What follows belongs to an exercise in optimizing a design on an open flow for small area; a production flow would make more cautious choices.
At most, simulation tests tie the RTL to the original design; equivalence was not proved.
Power is estimated from default activity; no workload was simulated.

==> run Z: inputs <==
## ICMP
module ICMP(readmode,sendmode,hardreset,inputdata,typeoficmpin,codein,restofheaderin,clock,outputmessage,outputvalid,restofheaderout,typeoficmpout,codeout);
==> module ICMP, before the edit <==
module ICMP(readmode,sendmode,hardreset,inputdata,typeoficmpin,codein,restofheaderin,clock,outputmessage,outputvalid,restofheaderout,typeoficmpout,codeout);
input hardreset;
input [31:0] inputdata;
input [31:0] restofheaderin;
input [7:0] typeoficmpin;
input [7:0] codein;
input clock;
input readmode;
input sendmode;
output [31:0] outputmessage;
output outputvalid;
output reg [31:0] restofheaderout;
output reg [7:0] typeoficmpout;
output reg [7:0] codeout;
reg [3:0] cnt;
reg ms, mr;
reg [15:0] h0, h1, h2, h3, h4;
reg [15:0] l1, l2, l3, l4;
reg [15:0] lo;
wire idle   = (cnt == 4'd0);
wire s_e1   = ms & (cnt == 4'd1);
wire rot    = ms & (cnt >= 4'd4);
wire hsel   = (cnt <= 4'd5);
wire swin   = ms & (idle | (cnt >= 4'd9));
wire rwin   = mr & (idle | (cnt >= 4'd5));
wire lwin   = ms & (cnt == 4'd9);
wire l4win  = (ms & (idle | (cnt >= 4'd10))) | rwin;
always @(posedge clock) begin
  if (hardreset) begin
    cnt <= 4'd0;
    ms <= 1'b0;
    mr <= 1'b0;
  end else if (idle) begin
    mr <= readmode;
    ms <= sendmode & ~readmode;
    cnt <= {3'b000, readmode | sendmode};
  end else if ((ms & (cnt == 4'd12)) | (mr & (cnt == 4'd6))) begin
    cnt <= 4'd0;
  end else begin
    cnt <= cnt + 4'd1;
  end
end
wire [15:0] h4_d = rot ? h0 : inputdata[31:16];
wire [15:0] l1_d = rot ? l2 : inputdata[15:0];
wire [15:0] acc_op = s_e1 ? l1_d : lo;
wire [15:0] add_op = hsel ? h4_d : l1_d;
wire [15:0] sum = acc_op + add_op + 16'd1;
always @(posedge clock) begin
  h4 <= h4_d;
  h3 <= s_e1 ? restofheaderin[31:16] : h4;
  h2 <= s_e1 ? {typeoficmpin, codein} : h3;
  h1 <= h2;
  h0 <= h1;
  l1 <= l1_d;
  l2 <= l3;
  l3 <= l4;
  l4 <= s_e1 ? restofheaderin[15:0] : l1;
  lo <= sum;
end
always @(posedge clock) begin
  if (hardreset) begin
    restofheaderout <= 32'd0;
    typeoficmpout <= 8'd0;
    codeout <= 8'd0;
  end else begin
    if (mr & (cnt == 4'd2)) begin
      typeoficmpout <= h4[15:8];
      codeout <= h4[7:0];
    end
    if (mr & (cnt == 4'd3))
      restofheaderout <= {h4, l1};
  end
end
assign outputvalid = swin;
assign outputmessage = {({16{swin}} & h0) | ({16{rwin}} & h3),
                        ({16{lwin}} & lo) | ({16{l4win}} & l4)};
endmodule
Settings: LEC_CHECK=0, CAP_MARGIN=20, CORE_MARGIN=2, CORE_UTILIZATION=75, SLEW_MARGIN=20; clock period 5.0 ns.
standard.sh (not shown) runs the stock make flow with config.mk's settings and CLKGATE_MAP_FILE= SYNTH_SCRIPT=/design/flow/synth_recipe.tcl, a recipe that flattens the netlist after the stock synthesis.
==> flow/flow/run.sh <==
#!/bin/bash
# Layout: the standard flow (standard.sh) with these changes:
#  - synthesis is ORFS's synth.tcl run through synth_recipe.tcl as standard.sh
#    does, except that ABC maps the logic with flow/area.abc (area mapping)
#    instead of ORFS's speed script; registers are mapped before ABC runs, so
#    they are the standard synthesis's
#  - the port buffers buffer_ports inserts are buf_1 cells
#  - CTS uses clkbuf_8 with smaller sink clusters and inserts no dummy loads
# make's full output goes to standard.log in the work folder; ORFS's per-step
# logs stay under orfs/logs.
set -euo pipefail
W=$(pwd)
export BUFFER_PORTS_ARGS="-buffer_cell sky130_fd_sc_hd__buf_1"
export CTS_ARGS="-sink_clustering_enable -repair_clock_nets -dont_use_dummy_load -buf_list sky130_fd_sc_hd__clkbuf_8 -sink_clustering_size 18 -sink_clustering_max_diameter 60"
awk -v s="$W/flow/area.abc" '{print} /source .*synth_preamble.tcl/ {print "set abc_args [lreplace $abc_args 1 1 " s "]"}' \
  "$FLOW_HOME/scripts/synth.tcl" > "$W/flow_synth.tcl"
grep -q "lreplace" "$W/flow_synth.tcl"
sed "s#source \$::env(SCRIPTS_DIR)/synth.tcl#source $W/flow_synth.tcl#" "$W/synth_recipe.tcl" > "$W/flow_synth_recipe.tcl"
grep -q "flow_synth.tcl" "$W/flow_synth_recipe.tcl"
sed "s#SYNTH_SCRIPT=$W/synth_recipe.tcl#SYNTH_SCRIPT=$W/flow_synth_recipe.tcl#" "$W/standard.sh" > "$W/flow_standard.sh"
grep -q "flow_synth_recipe.tcl" "$W/flow_standard.sh"
bash "$W/flow_standard.sh" > standard.log 2>&1
==> flow/flow/area.abc <==
strash
dc2
dc2
dch -f
amap
==> inputs of run F, as changes to run Z <==
--- a/flow/design.v
+++ b/flow/design.v
@@ -22,9 +22,8 @@
 wire s_e1   = ms & (cnt == 4'd1);
 wire rot    = ms & (cnt >= 4'd4);
-wire hsel   = (cnt <= 4'd5);
+wire accum  = ms & (cnt >= 4'd4) & (cnt <= 4'd8);
+wire first  = ms & (cnt == 4'd4);
 wire swin   = ms & (idle | (cnt >= 4'd9));
 wire rwin   = mr & (idle | (cnt >= 4'd5));
-wire lwin   = ms & (cnt == 4'd9);
-wire l4win  = (ms & (idle | (cnt >= 4'd10))) | rwin;
 always @(posedge clock) begin
   if (hardreset) begin
@@ -42,20 +41,18 @@
   end
 end
-wire [15:0] h4_d = rot ? h0 : inputdata[31:16];
-wire [15:0] l1_d = rot ? l2 : inputdata[15:0];
-wire [15:0] acc_op = s_e1 ? l1_d : lo;
-wire [15:0] add_op = hsel ? h4_d : l1_d;
-wire [15:0] sum = acc_op + add_op + 16'd1;
+wire [15:0] acc_op = first ? 16'd8 : lo;
+wire [15:0] lo_op  = first ? 16'd0 : l1;
+wire [15:0] sum = acc_op + h0 + lo_op;
 always @(posedge clock) begin
-  h4 <= h4_d;
+  h4 <= rot ? h0 : inputdata[31:16];
   h3 <= s_e1 ? restofheaderin[31:16] : h4;
   h2 <= s_e1 ? {typeoficmpin, codein} : h3;
   h1 <= h2;
   h0 <= h1;
-  l1 <= l1_d;
+  l1 <= rot ? l2 : inputdata[15:0];
   l2 <= l3;
   l3 <= l4;
   l4 <= s_e1 ? restofheaderin[15:0] : l1;
-  lo <= sum;
+  lo <= accum ? sum : l1;
 end
 always @(posedge clock) begin
@@ -74,5 +71,4 @@
 end
 assign outputvalid = swin;
-assign outputmessage = {({16{swin}} & h0) | ({16{rwin}} & h3),
-                        ({16{lwin}} & lo) | ({16{l4win}} & l4)};
+assign outputmessage = ({32{swin}} & {h0, lo}) | ({32{rwin}} & {h3, l4});
 endmodule
==> flow/flow/area.abc (replaced) <==
&get -n
&st
&dch
&nf
&st
&syn2
&if -g -K 6
&synch2
&nf
&st
&syn2
&if -g -K 6
&synch2
&nf
&st
&syn2
&if -g -K 6
&synch2
&nf
&st
&syn2
&if -g -K 6
&synch2
&nf
&st
&syn2
&if -g -K 6
&synch2
&nf
&put
buffer -c
topo
stime -c
upsize -c
dnsize -c
--- a/flow/config.mk
+++ b/flow/config.mk
@@ -8,4 +8,4 @@
 export CAP_MARGIN = 20
 export CORE_MARGIN = 2
-export CORE_UTILIZATION = 75
+export CORE_UTILIZATION = 40
 export SLEW_MARGIN = 20
==> inputs of run K, as changes to run Z <==
==> flow/design.v (replaced) <==
`timescale 1ns / 1ps
module ICMP(readmode,sendmode,hardreset,inputdata,typeoficmpin,codein,restofheaderin,clock,outputmessage,outputvalid,restofheaderout,typeoficmpout,codeout);
input hardreset;
input [31:0] inputdata;
input [31:0] restofheaderin;
input [7:0] typeoficmpin;
input [7:0] codein;
input clock;
input readmode;
input sendmode;
output [31:0] outputmessage;
output outputvalid;
output reg [31:0] restofheaderout;
output reg [7:0] typeoficmpout;
output reg [7:0] codeout;
reg [3:0] cnt;
reg ms, mr;
reg [31:0] p0, p1, p2, p3, p4;
reg [15:0] acc;
wire idle   = (cnt == 4'd0);
wire s_e1   = ms & (cnt == 4'd1);
wire rot    = ms & (cnt >= 4'd4) & (cnt <= 4'd8);
wire first  = ms & (cnt == 4'd4);
wire ins    = ms & (cnt == 4'd8);
wire swin   = ms & (idle | (cnt >= 4'd9));
wire rwin   = mr & (idle | (cnt >= 4'd5));
always @(posedge clock) begin
  if (hardreset) begin
    cnt <= 4'd0;
    ms <= 1'b0;
    mr <= 1'b0;
  end else if (idle) begin
    mr <= readmode;
    ms <= sendmode & ~readmode;
    cnt <= {3'b000, readmode | sendmode};
  end else if ((ms & (cnt == 4'd12)) | (mr & (cnt == 4'd6))) begin
    cnt <= 4'd0;
  end else begin
    cnt <= cnt + 4'd1;
  end
end
wire [15:0] acc_op = first ? 16'd8 : acc;
wire [15:0] sum = acc_op + p0[31:16] + p0[15:0];
always @(posedge clock) begin
  acc <= sum;
  p4 <= rot ? p0 : inputdata;
  p3 <= s_e1 ? restofheaderin : p4;
  p2 <= s_e1 ? {typeoficmpin, codein, 16'd0} : p3;
  p1 <= p2;
  p0 <= {p1[31:16], ins ? sum : p1[15:0]};
end
always @(posedge clock) begin
  if (hardreset) begin
    restofheaderout <= 32'd0;
    typeoficmpout <= 8'd0;
    codeout <= 8'd0;
  end else begin
    if (mr & (cnt == 4'd2)) begin
      typeoficmpout <= p4[31:24];
      codeout <= p4[23:16];
    end
    if (mr & (cnt == 4'd3))
      restofheaderout <= p4;
  end
end
assign outputvalid = swin;
assign outputmessage = ({32{swin}} & p0) | ({32{rwin}} & p3);
endmodule
==> flow/run.sh (new file) <==
#!/bin/bash
# synth_recipe.tcl (not shown) runs the flow's synth.tcl, then flattens the netlist and writes it again
# the make line also repeats each setting of config.mk as NAME=value (left out here)
make -C /OpenROAD-flow-scripts/flow DESIGN_CONFIG=/design/flow/config.mk WORK_HOME=/design/flow/orfs CLKGATE_MAP_FILE= SYNTH_SCRIPT=/design/flow/synth_recipe.tcl finish
--- a/flow/config.mk
+++ b/flow/config.mk
@@ -8,4 +8,4 @@
 export CAP_MARGIN = 20
 export CORE_MARGIN = 2
-export CORE_UTILIZATION = 75
+export CORE_UTILIZATION = 40
 export SLEW_MARGIN = 20
removed: flow/flow/run.sh
removed: flow/flow/area.abc
removed: flow/standard.sh
==> qor summary <==
| metric | run Z | run F | run K |
|---|---|---|---|
| Cell area after technology mapping | 6984 um2 | 7853 um2 | 8222 um2 |
| Routability-driven placement congestion ratio | 0.9649 | 0.8701 | 0.8280 |
| Global routing usage on met3 | 0.06449 | 0.04205 | 0.05093 |
| Worst Slack Setup Final | 408.4 ps | 760.9 ps | 523.7 ps |
| Kind of capture point of the worst setup path | register | register | output port |
| Area taken by flip-flops and latches | 4288 um2 | 4284 um2 | 4604 um2 |
| CLK BUF | 15 | 17 | 36 |
| Fraction of area in clock buffers and inverters | 0.02527 | 0.02612 | 0.07290 |
| Status | timing/DRC/antenna clean | timing/DRC/antenna clean | timing/DRC/antenna clean |
| Sequential cell fraction of total power | 0.527 | 0.547 | 0.379 |
| Row cnt | 35 | 51 | 52 |
| Met1 routed wirelength after detailed routing | 7.478 mm | 8.783 mm | 9.298 mm |
| Instance count after placement with tap cells included | 919 | 1,121 | 1,135 |
| Fraction of layout instances using a drive strength above 1 | 0.06796 | 0.06186 | 0.1534 |
| Initial standard-cell utilization of the core | 0.7631 | 0.4061 | 0.4063 |
| Crit path DAT | 4960 ps | 4610 ps | 3480 ps |
| Final core occ | 0.8926 | 0.4632 | 0.5369 |
| Peak VDD IR | 0.4039 mV | 0.1911 mV | 0.2488 mV |
| Worst path max stage delay | 390 ps | 520 ps | 630 ps |
Function not checked in run K: the RTL went through the layout flow alone.

-- separate check: timing with driven ports --
In the flow no input, the clock included, has a driving cell. The finished layouts below were timed again as built, in two steps. Step 1 (the two cells are an assumption about what drives the block):
set clk [get_ports {clock}]
set_driving_cell -lib_cell sky130_fd_sc_hd__clkbuf_16 $clk
set_driving_cell -lib_cell sky130_fd_sc_hd__buf_2 [delete_from_list [all_inputs] $clk]
Step 2, shift: input delay + t, output delay - t, t = (earliest + latest rising clock arrival at the registers) / 2. This alone moves slack from input paths to output paths. a / b / c = ideal / step 1 / step 2; a / b = the first two.
| run | shift t [ns] | setup WS [ns] | hold WS [ns] | latest minus earliest clock arrival (ns) | worst register clock-pin slew, ns |
|---|---|---|---|---|---|
| run Z | 0.512 | 0.408 / 0.408 / 0.408 | 0.322 / 0.322 / 0.322 | 0.025 / 0.025 | 0.12 / 0.12 |
| run F | 0.537 | 0.761 / 0.761 / 0.761 | 0.289 / 0.289 / 0.289 | 0.041 / 0.040 | 0.11 / 0.11 |
| run K | 0.540 | 0.524 / 0.480 / 0.969 | 0.319 / 0.319 / 0.319 | 0.010 / 0.010 | 0.06 / 0.06 |
After both steps every run listed still meets setup and hold.
